This is an optimization exercise on Yosys and OpenROAD, whose aim is small area, a short achievable clock period and few clock cycles, not a production implementation.
At most, simulation tests tie the RTL to the original design; equivalence was not proved.

==> flow/design.v <==
module DW_div_pipe #(
    parameter a_width     = 31,
    parameter b_width     = 31,
    parameter tc_mode     = 1,
    parameter rem_mode    = 0,
    parameter num_stages  = 10,
    parameter stall_mode  = 1,
    parameter rst_mode    = 1,
    parameter op_iso_mode = 0
) (
    input                      clk,
    input                      rst_n,
    input                      en,
    input      [a_width-1:0]   a,
    input      [b_width-1:0]   b,
    output     [a_width-1:0]   quotient,
    output     [b_width-1:0]   remainder,
    output                     divide_by_0
);
localparam NS = num_stages - 1;           
localparam W  = a_width;
wire          a_neg = (tc_mode != 0) & a[a_width-1];
wire          b_neg = (tc_mode != 0) & b[b_width-1];
wire [W-1:0]       a_mag = a_neg ? (~a + 1'b1) : a;
wire [b_width-1:0] b_mag = b_neg ? (~b + 1'b1) : b;
reg [b_width:0]   r_q [0:NS-1];
reg [W-1:0]       d_q [0:NS-1];
reg [b_width-1:0] m_q [0:NS-1];
reg               n_q [0:NS-1];
genvar k;
generate
    for (k = 0; k < NS; k = k + 1) begin : g_stage
        localparam integer LO = (k * W) / NS;
        localparam integer HI = ((k + 1) * W) / NS;
        wire [b_width:0]   r_in = (k == 0) ? {(b_width+1){1'b0}} : r_q[(k == 0) ? 0 : k-1];
        wire [W-1:0]       d_in = (k == 0) ? a_mag : d_q[(k == 0) ? 0 : k-1];
        wire [b_width-1:0] m_in = (k == 0) ? b_mag : m_q[(k == 0) ? 0 : k-1];
        wire               n_in = (k == 0) ? (a_neg ^ b_neg) : n_q[(k == 0) ? 0 : k-1];
        reg  [b_width:0]   r_c;
        reg  [W-1:0]       d_c;
        integer j;
        always @(*) begin
            r_c = r_in;
            d_c = d_in;
            for (j = LO; j < HI; j = j + 1) begin
                r_c = {r_c[b_width-1:0], d_c[W-1]};
                d_c = {d_c[W-2:0], 1'b0};
                if (r_c >= {1'b0, m_in}) begin
                    r_c = r_c - {1'b0, m_in};
                    d_c[0] = 1'b1;
                end
            end
        end
        always @(posedge clk or negedge rst_n) begin
            if (!rst_n) begin
                r_q[k] <= 0;
                d_q[k] <= 0;
                m_q[k] <= 0;
                n_q[k] <= 1'b0;
            end else if (en) begin
                r_q[k] <= r_c;
                d_q[k] <= d_c;
                m_q[k] <= m_in;
                n_q[k] <= n_in;
            end
        end
    end
endgenerate
assign quotient    = n_q[NS-1] ? (~d_q[NS-1] + 1'b1) : d_q[NS-1];
assign remainder   = {b_width{1'b0}};
assign divide_by_0 = 1'b0;
endmodule
module TRIANGLE(
    input  wire        clk,
    input  wire        rst_n,
    input  wire        in_valid,
    input  wire [7:0]  in_length,
    output wire [15:0] out_cos,
    output reg         out_valid,
    output reg  [1:0]  out_tri
);
localparam [4:0] ST_D0 = 5'd5;     
localparam [4:0] ST_L0 = 5'd17;    
localparam [4:0] ST_L2 = 5'd19;    
reg [4:0] st;
always @(posedge clk or negedge rst_n) begin
    if (!rst_n) st <= 5'd0;
    else if (st == 5'd0) st <= in_valid ? 5'd1 : 5'd0;
    else if (st == ST_L2) st <= 5'd0;
    else st <= st + 5'd1;
end
reg       f_sq, f_pr;
reg [2:0] f_acc, f_ini;
always @(posedge clk) begin
    f_sq     <= (st == 5'd0) || (st == 5'd1) || (st == 5'd2);    
    f_pr     <= (st == 5'd3) || (st == 5'd4) || (st == 5'd5);    
    f_acc[0] <= (st >= 5'd1) && (st <= 5'd3);                    
    f_acc[1] <= (st >= 5'd1) && (st <= 5'd4);                    
    f_acc[2] <= (st >= 5'd1) && (st <= 5'd5);                    
    f_ini[0] <= (st == 5'd1);
    f_ini[1] <= (st[4:1] == 4'd0) && st[0];
    f_ini[2] <= ~(|st[4:1]) & st[0];
end
reg [7:0] mx, my, lb, lc;
always @(posedge clk) begin
    if (st == 5'd0) lc <= in_length;
    if (st == 5'd1) lb <= in_length;
    mx <= (st <= 5'd2) ? in_length : (st == 5'd5) ? lb : mx;
    my <= (st <= 5'd2) ? in_length : (st == 5'd3) ? lb : (st == 5'd4) ? lc : my;
end
wire [15:0] m = mx * my;
reg [15:0] s;
always @(posedge clk) s <= f_sq ? m : 16'd0;
reg [15:0] p0, p1, p2;
always @(posedge clk) begin
    p0 <= f_pr ? m : p2;
    p1 <= p0;
    p2 <= p1;
end
function [18:0] lane;    
    input [17:0] r;
    input [15:0] p;
    input        sub;    
    input        acc;
    input        init;
    reg [18:0] a, bx, t;
    reg        ci, ad, c0;
    begin
        if (acc) begin
            a  = init ? 19'd0 : {r[17], r};
            bx = sub ? ~{3'b000, s} : {3'b000, s};
            ci = sub;
        end else begin
            a  = {r, 1'b0};
            ad = r[17];
            bx = ad ? {2'b00, p, 1'b0} : ~{2'b00, p, 1'b0};
            ci = ~ad;
        end
        {t, c0} = {a, 1'b1} + {bx, ci};    
        lane = t;
    end
endfunction
reg signed [17:0] r0, r1, r2;
reg [10:0]        q0, q1, q2;
reg               n0, n1, n2;    
reg               e0, e1, e2;    
wire [18:0] x0 = lane(r0, p0, 1'b1, f_acc[0], f_ini[0]);
wire [18:0] x1 = lane(r1, p1, 1'b0, f_acc[1], f_ini[1]);
wire [18:0] x2 = lane(r2, p2, 1'b0, f_acc[2], f_ini[2]);
wire z0 = (r0 == 18'sd0);
wire z1 = (r1 == 18'sd0);
wire z2 = (r2 == 18'sd0);
wire last_acc = (st == 5'd4);
always @(posedge clk) begin
    r1 <= x0[17:0]; r2 <= x1[17:0]; r0 <= x2[17:0];
    q1 <= {q0[9:0], ~r0[17]};
    q2 <= {q1[9:0], ~r1[17]};
    q0 <= {q2[9:0], ~r2[17]};
    n1 <= last_acc ? x0[18] : n0;
    n2 <= last_acc ? x1[18] : n1;
    n0 <= last_acc ? x2[18] : n2;
    e1 <= ~f_acc[0] & (e0 | z0);
    e2 <= ~f_acc[1] & (e1 | z1);
    e0 <= ~f_acc[2] & (e2 | z2);
    if (st == ST_D0)
        out_tri <= (z0 | z1 | z2) ? 2'd3 : (n0 | n1 | n2) ? 2'd1 : 2'd0;
end
wire [11:0] qh  = {q0, ~r0[17]};
wire        b   = ~x0[18];
wire        inc = ~(e0 | z0 | (x0 == 19'd0));
wire [12:0] qp  = {1'b0, qh} + 13'd1;
wire [13:0] c   = ~n0 ? {1'b0, qh, b} :
                  (inc & b) ? {~qp[12], qp[11:0], 1'b0} : {1'b1, qh, b | inc};
reg [13:0] oc;
always @(posedge clk) oc <= c;
assign out_cos = {oc[13], oc[13], oc};
always @(posedge clk or negedge rst_n) begin
    if (!rst_n) out_valid <= 1'b0;
    else out_valid <= (st >= ST_L0) && (st <= ST_L2);
end
endmodule
export LEC_CHECK = 0
export ABC_AREA = 1
export CAP_MARGIN = 20
export CORE_MARGIN = 2
export CORE_UTILIZATION = 65
export CTS_CLUSTER_DIAMETER = 100
export CTS_CLUSTER_SIZE = 24
export PLACE_DENSITY = 0.75
export SLEW_MARGIN = 20
create_clock -name core_clock -period 20.0 [get_ports {clk}]
standard.sh (not shown) runs the stock make flow with config.mk's settings and CLKGATE_MAP_FILE= SYNTH_SCRIPT=/design/flow/synth_recipe.tcl, a recipe that flattens the netlist after the stock synthesis.
==> flow/flow/run.sh <==
#!/bin/bash
# Own layout flow: the standard flow unchanged, except that the port
# buffers that buffer_ports inserts during placement are buf_2 cells rather
# than the delay buffer it picks by default.
set -euo pipefail
export BUFFER_PORTS_ARGS="-buffer_cell sky130_fd_sc_hd__buf_2"
bash standard.sh > standard_flow.log 2>&1
The baseline completed with no timing, DRC or antenna violations.
Testbench counts at the start, summed over its fixed seeds: cycles 23,032.
Then changed:
--- a/flow/design.v
+++ b/flow/design.v
@@ -114,66 +114,69 @@
 reg [15:0] p0, p1, p2;
 always @(posedge clk) begin
     p0 <= f_pr ? m : p2;
     p1 <= p0;
     p2 <= p1;
 end
+function qbit;
+    input [18:0] r;
+    input        n;
+    begin
+        qbit = n ? (r[18] | (r == 19'd0)) : ~r[18];
+    end
+endfunction
 function [18:0] lane;    
     input [17:0] r;
     input [15:0] p;
+    input        n;
     input        sub;    
     input        acc;
     input        init;
     reg [18:0] a, bx, t;
     reg        ci, ad, c0;
     begin
         if (acc) begin
             a  = init ? 19'd0 : {r[17], r};
             bx = sub ? ~{3'b000, s} : {3'b000, s};
             ci = sub;
         end else begin
             a  = {r, 1'b0};
-            ad = r[17];
+            ad = ~(qbit({r[17], r}, n) ^ n);
             bx = ad ? {2'b00, p, 1'b0} : ~{2'b00, p, 1'b0};
             ci = ~ad;
         end
         {t, c0} = {a, 1'b1} + {bx, ci};    
         lane = t;
     end
 endfunction
 reg signed [17:0] r0, r1, r2;
 reg [10:0]        q0, q1, q2;
-reg               n0, n1, n2;    
-reg               e0, e1, e2;    
-wire [18:0] x0 = lane(r0, p0, 1'b1, f_acc[0], f_ini[0]);
-wire [18:0] x1 = lane(r1, p1, 1'b0, f_acc[1], f_ini[1]);
-wire [18:0] x2 = lane(r2, p2, 1'b0, f_acc[2], f_ini[2]);
-wire z0 = (r0 == 18'sd0);
-wire z1 = (r1 == 18'sd0);
-wire z2 = (r2 == 18'sd0);
+reg               n0, n1, n2;
+wire [18:0] x0 = lane(r0, p0, n0, 1'b1, f_acc[0], f_ini[0]);
+wire [18:0] x1 = lane(r1, p1, n1, 1'b0, f_acc[1], f_ini[1]);
+wire [18:0] x2 = lane(r2, p2, n2, 1'b0, f_acc[2], f_ini[2]);
+wire qb0 = qbit({r0[17], r0}, n0);
+wire qb1 = qbit({r1[17], r1}, n1);
+wire qb2 = qbit({r2[17], r2}, n2);
 wire last_acc = (st == 5'd4);
 always @(posedge clk) begin
     r1 <= x0[17:0]; r2 <= x1[17:0]; r0 <= x2[17:0];
-    q1 <= {q0[9:0], ~r0[17]};
-    q2 <= {q1[9:0], ~r1[17]};
-    q0 <= {q2[9:0], ~r2[17]};
+    q1 <= {q0[9:0], qb0};
+    q2 <= {q1[9:0], qb1};
+    q0 <= {q2[9:0], qb2};
     n1 <= last_acc ? x0[18] : n0;
     n2 <= last_acc ? x1[18] : n1;
     n0 <= last_acc ? x2[18] : n2;
-    e1 <= ~f_acc[0] & (e0 | z0);
-    e2 <= ~f_acc[1] & (e1 | z1);
-    e0 <= ~f_acc[2] & (e2 | z2);
     if (st == ST_D0)
-        out_tri <= (z0 | z1 | z2) ? 2'd3 : (n0 | n1 | n2) ? 2'd1 : 2'd0;
+        out_tri <= (r0 == 18'sd0 || r1 == 18'sd0 || r2 == 18'sd0) ? 2'd3 :
+                   (n0 | n1 | n2) ? 2'd1 : 2'd0;
 end
-wire [11:0] qh  = {q0, ~r0[17]};
-wire        b   = ~x0[18];
-wire        inc = ~(e0 | z0 | (x0 == 19'd0));
-wire [12:0] qp  = {1'b0, qh} + 13'd1;
-wire [13:0] c   = ~n0 ? {1'b0, qh, b} :
-                  (inc & b) ? {~qp[12], qp[11:0], 1'b0} : {1'b1, qh, b | inc};
+wire [11:0] qh  = {q0, qb0};
+wire        b   = qbit(x0, n0);
+wire [12:0] nqh = -{1'b0, qh};
+wire [13:0] c   = n0 ? (b ? {1'b1, ~qh, 1'b1} : {nqh, 1'b0}) : {1'b0, qh, b};
 reg [13:0] oc;
 always @(posedge clk) oc <= c;
 assign out_cos = {oc[13], oc[13], oc};
 always @(posedge clk or negedge rst_n) begin
     if (!rst_n) out_valid <= 1'b0;
     else out_valid <= (st >= ST_L0) && (st <= ST_L2);
Effect: Final area decreases slightly. Cell count decreases by a few percent. Setup slack degrades by 240 ps. Routed wire length barely changes. Area after synthesis decreases by a few percent. Synthesized cell count decreases by a few percent. Via count increases slightly. Utilization increases by 0.94 points.
Only the layout flow was run in the second run of this note; the RTL was not checked for function there.

* * *

before:
Another version of the RTL of TRIANGLE (not shown whole).
Size: roughly 1400 cells after synthesis, ~200 flip-flops, ~11000 um2 of cells after synthesis.
==> module TRIANGLE, before the edit <==
module TRIANGLE(
    input  wire        clk,
    input  wire        rst_n,
    input  wire        in_valid,
    input  wire [7:0]  in_length,
    output wire [15:0] out_cos,
    output reg         out_valid,
    output reg  [1:0]  out_tri
);
localparam [4:0] ST_D0 = 5'd5;     
localparam [4:0] ST_L0 = 5'd17;    
localparam [4:0] ST_L2 = 5'd19;    
reg [4:0] st;
always @(posedge clk or negedge rst_n) begin
    if (!rst_n) st <= 5'd0;
    else if (st == 5'd0) st <= in_valid ? 5'd1 : 5'd0;
    else if (st == ST_L2) st <= 5'd0;
    else st <= st + 5'd1;
end
reg       f_sq, f_pr, f_ini;
reg [2:0] f_acc;
always @(posedge clk) begin
    f_sq     <= (st == 5'd0) || (st == 5'd1) || (st == 5'd2);    
    f_pr     <= (st == 5'd3) || (st == 5'd4) || (st == 5'd5);    
    f_acc[0] <= (st >= 5'd1) && (st <= 5'd3);                    
    f_acc[1] <= (st >= 5'd1) && (st <= 5'd4);                    
    f_acc[2] <= (st >= 5'd1) && (st <= 5'd5);                    
    f_ini    <= (st == 5'd1);                                    
end
reg [7:0] mx, my;
reg [15:0] p0, p1, p2;
always @(posedge clk) begin
    mx <= (st <= 5'd2) ? in_length : (st == 5'd5) ? p2[7:0] : mx;
    my <= (st <= 5'd2) ? in_length : (st == 5'd3) ? p0[7:0] :
          (st == 5'd4) ? p2[7:0] : my;
end
function [15:0] mul8;
    input [7:0] x;
    input [7:0] y;
    reg [15:0] acc;
    integer i;
    begin
        acc = 16'd0;
        for (i = 0; i < 8; i = i + 1)
            acc = acc + ({8'd0, x & {8{y[i]}}} << i);
        mul8 = acc;
    end
endfunction
wire [15:0] m = mul8(mx, my);
reg [15:0] s;
always @(posedge clk) s <= f_sq ? m : 16'd0;
wire ins = (st == 5'd1) || (st == 5'd2);    
always @(posedge clk) begin
    p0 <= f_pr ? m : ins ? {8'd0, mx} : p2;
    p1 <= p0;
    p2 <= p1;
end
function [19:0] add20;
    input [19:0] x;
    input [19:0] y;
    reg [19:0] g, p, G, P;
    integer i, d;
    begin
        g = x & y; p = x ^ y;
        G = g; P = p;
        for (d = 1; d < 20; d = d * 2)
            for (i = 2 * d - 1; i < 20; i = i + 2 * d) begin
                G[i] = G[i] | (P[i] & G[i-d]);
                P[i] = P[i] & P[i-d];
            end
        for (d = 8; d >= 1; d = d / 2)
            for (i = 3 * d - 1; i < 20; i = i + 2 * d) begin
                G[i] = G[i] | (P[i] & G[i-d]);
                P[i] = P[i] & P[i-d];
            end
        add20 = p ^ {G[18:0], 1'b0};
    end
endfunction
function [19:0] add20s;
    input [19:0] x;
    input [19:0] y;
    reg [19:0] g, p, c;
    reg [4:0] GG, PP;
    reg [5:0] gc;
    reg t;
    integer i, k;
    begin
        g = x & y; p = x ^ y;
        for (k = 0; k < 5; k = k + 1) begin
            t = 1'b0;
            PP[k] = &p[4*k +: 4];
            for (i = 0; i < 4; i = i + 1) t = g[4*k+i] | (p[4*k+i] & t);
            GG[k] = t;
        end
        gc[0] = 1'b0;
        for (k = 0; k < 5; k = k + 1) gc[k+1] = GG[k] | (PP[k] & gc[k]);
        for (k = 0; k < 5; k = k + 1) begin
            c[4*k] = gc[k];
            for (i = 1; i < 4; i = i + 1)
                c[4*k+i] = g[4*k+i-1] | (p[4*k+i-1] & c[4*k+i-1]);
        end
        add20s = p ^ c;
    end
endfunction
function [18:0] lane;    
    input        fast;   
    input [17:0] r;
    input [15:0] p;
    input        sub;    
    input        acc;
    input        init;
    reg [18:0] a, bx, t;
    reg        ci, ad, c0;
    begin
        if (acc) begin
            a  = init ? 19'd0 : {r[17], r};
            bx = sub ? ~{3'b000, s} : {3'b000, s};
            ci = sub;
        end else begin
            a  = {r, 1'b0};
            ad = r[17];
            bx = ad ? {2'b00, p, 1'b0} : ~{2'b00, p, 1'b0};
            ci = ~ad;
        end
        if (fast) {t, c0} = add20({a, 1'b1}, {bx, ci});    
        else      {t, c0} = add20s({a, 1'b1}, {bx, ci});
        lane = t;
    end
endfunction
reg signed [17:0] r0, r1, r2;
reg [10:0]        q0, q1, q2;
reg               n0, n1, n2;    
reg               e0, e1, e2;    
wire [18:0] x0 = lane(1'b1, r0, p0, 1'b1, f_acc[0], f_ini);
wire [18:0] x1 = lane(1'b0, r1, p1, 1'b0, f_acc[1], f_ini);
wire [18:0] x2 = lane(1'b0, r2, p2, 1'b0, f_acc[2], f_ini);
wire z0 = (r0 == 18'sd0);
wire z1 = (r1 == 18'sd0);
wire z2 = (r2 == 18'sd0);
reg [1:0] typ;
always @(posedge clk) out_tri <= typ;
wire last_acc = (st == 5'd4);
always @(posedge clk) begin
    r1 <= x0[17:0]; r2 <= x1[17:0]; r0 <= x2[17:0];
    q1 <= {q0[9:0], ~r0[17]};
    q2 <= {q1[9:0], ~r1[17]};
    q0 <= {q2[9:0], ~r2[17]};
    n1 <= last_acc ? x0[18] : n0;
    n2 <= last_acc ? x1[18] : n1;
    n0 <= last_acc ? x2[18] : n2;
    e1 <= ~f_acc[0] & (e0 | z0);
    e2 <= ~f_acc[1] & (e1 | z1);
    e0 <= ~f_acc[2] & (e2 | z2);
    if (st == ST_D0)
        typ <= (z0 | z1 | z2) ? 2'd3 : (n0 | n1 | n2) ? 2'd1 : 2'd0;
end
wire [11:0] qh  = {q0, ~r0[17]};
wire        b   = ~x0[18];
wire        inc = ~(e0 | z0 | (x0 == 19'd0));
wire [12:0] qp  = {1'b0, qh} + 13'd1;
wire [13:0] c   = ~n0 ? {1'b0, qh, b} :
                  (inc & b) ? {~qp[12], qp[11:0], 1'b0} : {1'b1, qh, b | inc};
reg [13:0] oc;
always @(posedge clk) oc <= c;
assign out_cos = {oc[13], oc[13], oc};
always @(posedge clk or negedge rst_n) begin
    if (!rst_n) out_valid <= 1'b0;
    else out_valid <= (st >= ST_L0) && (st <= ST_L2);
end
endmodule
Settings: LEC_CHECK=0, ABC_AREA=1, CAP_MARGIN=20, CORE_MARGIN=2, CORE_UTILIZATION=65, PLACE_DENSITY=0.75, SLEW_MARGIN=20; clock period 20.0 ns.
==> flow/flow/run.sh <==
#!/bin/bash
# Own layout flow: the standard flow unchanged, except that
# - the port buffers that buffer_ports inserts during placement are buf_2
#   cells rather than the delay buffer it picks by default, and
# - clock tree synthesis builds the tree from clkbuf_8 cells under a
#   clkbuf_16 root and adds no dummy loads.
set -euo pipefail
export BUFFER_PORTS_ARGS="-buffer_cell sky130_fd_sc_hd__buf_2"
export CTS_ARGS="-sink_clustering_enable -repair_clock_nets -buf_list sky130_fd_sc_hd__clkbuf_8 -root_buf sky130_fd_sc_hd__clkbuf_16 -dont_use_dummy_load"
bash standard.sh > standard_flow.log 2>&1
before reached the end of the flow, and the finished layout is clean on the timing, design-rule and antenna checks.
Modified inputs, after compared to before
diff --git a/flow/design.v b/flow/design.v
--- a/flow/design.v
+++ b/flow/design.v
@@ -209,8 +209,6 @@
 wire z0 = (r0 == 18'sd0);
 wire z1 = (r1 == 18'sd0);
 wire z2 = (r2 == 18'sd0);
-reg [1:0] typ;
-always @(posedge clk) out_tri <= typ;
 wire last_acc = (st == 5'd4);
 always @(posedge clk) begin
     r1 <= x0[17:0]; r2 <= x1[17:0]; r0 <= x2[17:0];
@@ -224,7 +222,7 @@
     e2 <= ~f_acc[1] & (e1 | z1);
     e0 <= ~f_acc[2] & (e2 | z2);
     if (st == ST_D0)
-        typ <= (z0 | z1 | z2) ? 2'd3 : (n0 | n1 | n2) ? 2'd1 : 2'd0;
+        out_tri <= (z0 | z1 | z2) ? 2'd3 : (n0 | n1 | n2) ? 2'd1 : 2'd0;
 end
 wire [11:0] qh  = {q0, ~r0[17]};
 wire        b   = ~x0[18];
==> comparison <==
- after completed; timing, DRC and antenna clean
- For layout-stage area growth over the synthesis result, before and after come out practically identical.
- Summary of after over before: share of flip-flops with an asynchronous set or reset was more or less identical, maximum operating frequency went down by 0.77%, total detailed-routing wirelength went down by 640 um.
- after against before: HPWL after detailed placement moved down, global-route usage went down 0.38 points.
- before ended up with f_acc[0] as its launching instance or port of the critical path; after ended up with out_tri[0].
Testbench counts of after, summed over its fixed seeds: cycles 23,032.
No functional check of the RTL was part of before.

port drivers added, routing unchanged:
The flow's constraints put no driver on any port. The routed layouts listed below were extracted and timed again, unchanged, in two steps. Step 1: set_driving_cell puts a clkbuf_16 on clk and a buf_2 on each other input, an assumption about the parent block. Step 2 times the ports against the registers' clock, not the clock port: input delays grow and output delays shrink by t, the midpoint of the rising clock arrivals with the driver on. Slacks: ideal ports / drivers / drivers and shift; pairs: ideal ports / drivers.
| run | t, ns | slack for setup (ns) | hold WS [ns] | clock arrival spread, ns | pins driven straight from the clock port |
|---|---|---|---|---|---|
| the first run of note 1 | 0.506 | 15.003 / 14.959 / 15.285 | 0.330 / 0.330 / 0.330 | 0.029 / 0.029 | 1 |
| the second run of note 1 | 0.519 | 14.764 / 14.764 / 14.764 | 0.332 / 0.332 / 0.332 | 0.015 / 0.016 | 1 |
| before | 0.419 | 15.124 / 15.080 / 15.124 | 0.318 / 0.318 / 0.318 | 0.046 / 0.046 | 1 |
| after | 0.428 | 15.086 / 15.040 / 15.243 | 0.322 / 0.322 / 0.322 | 0.044 / 0.045 | 1 |
After both steps every run listed still meets setup and hold.
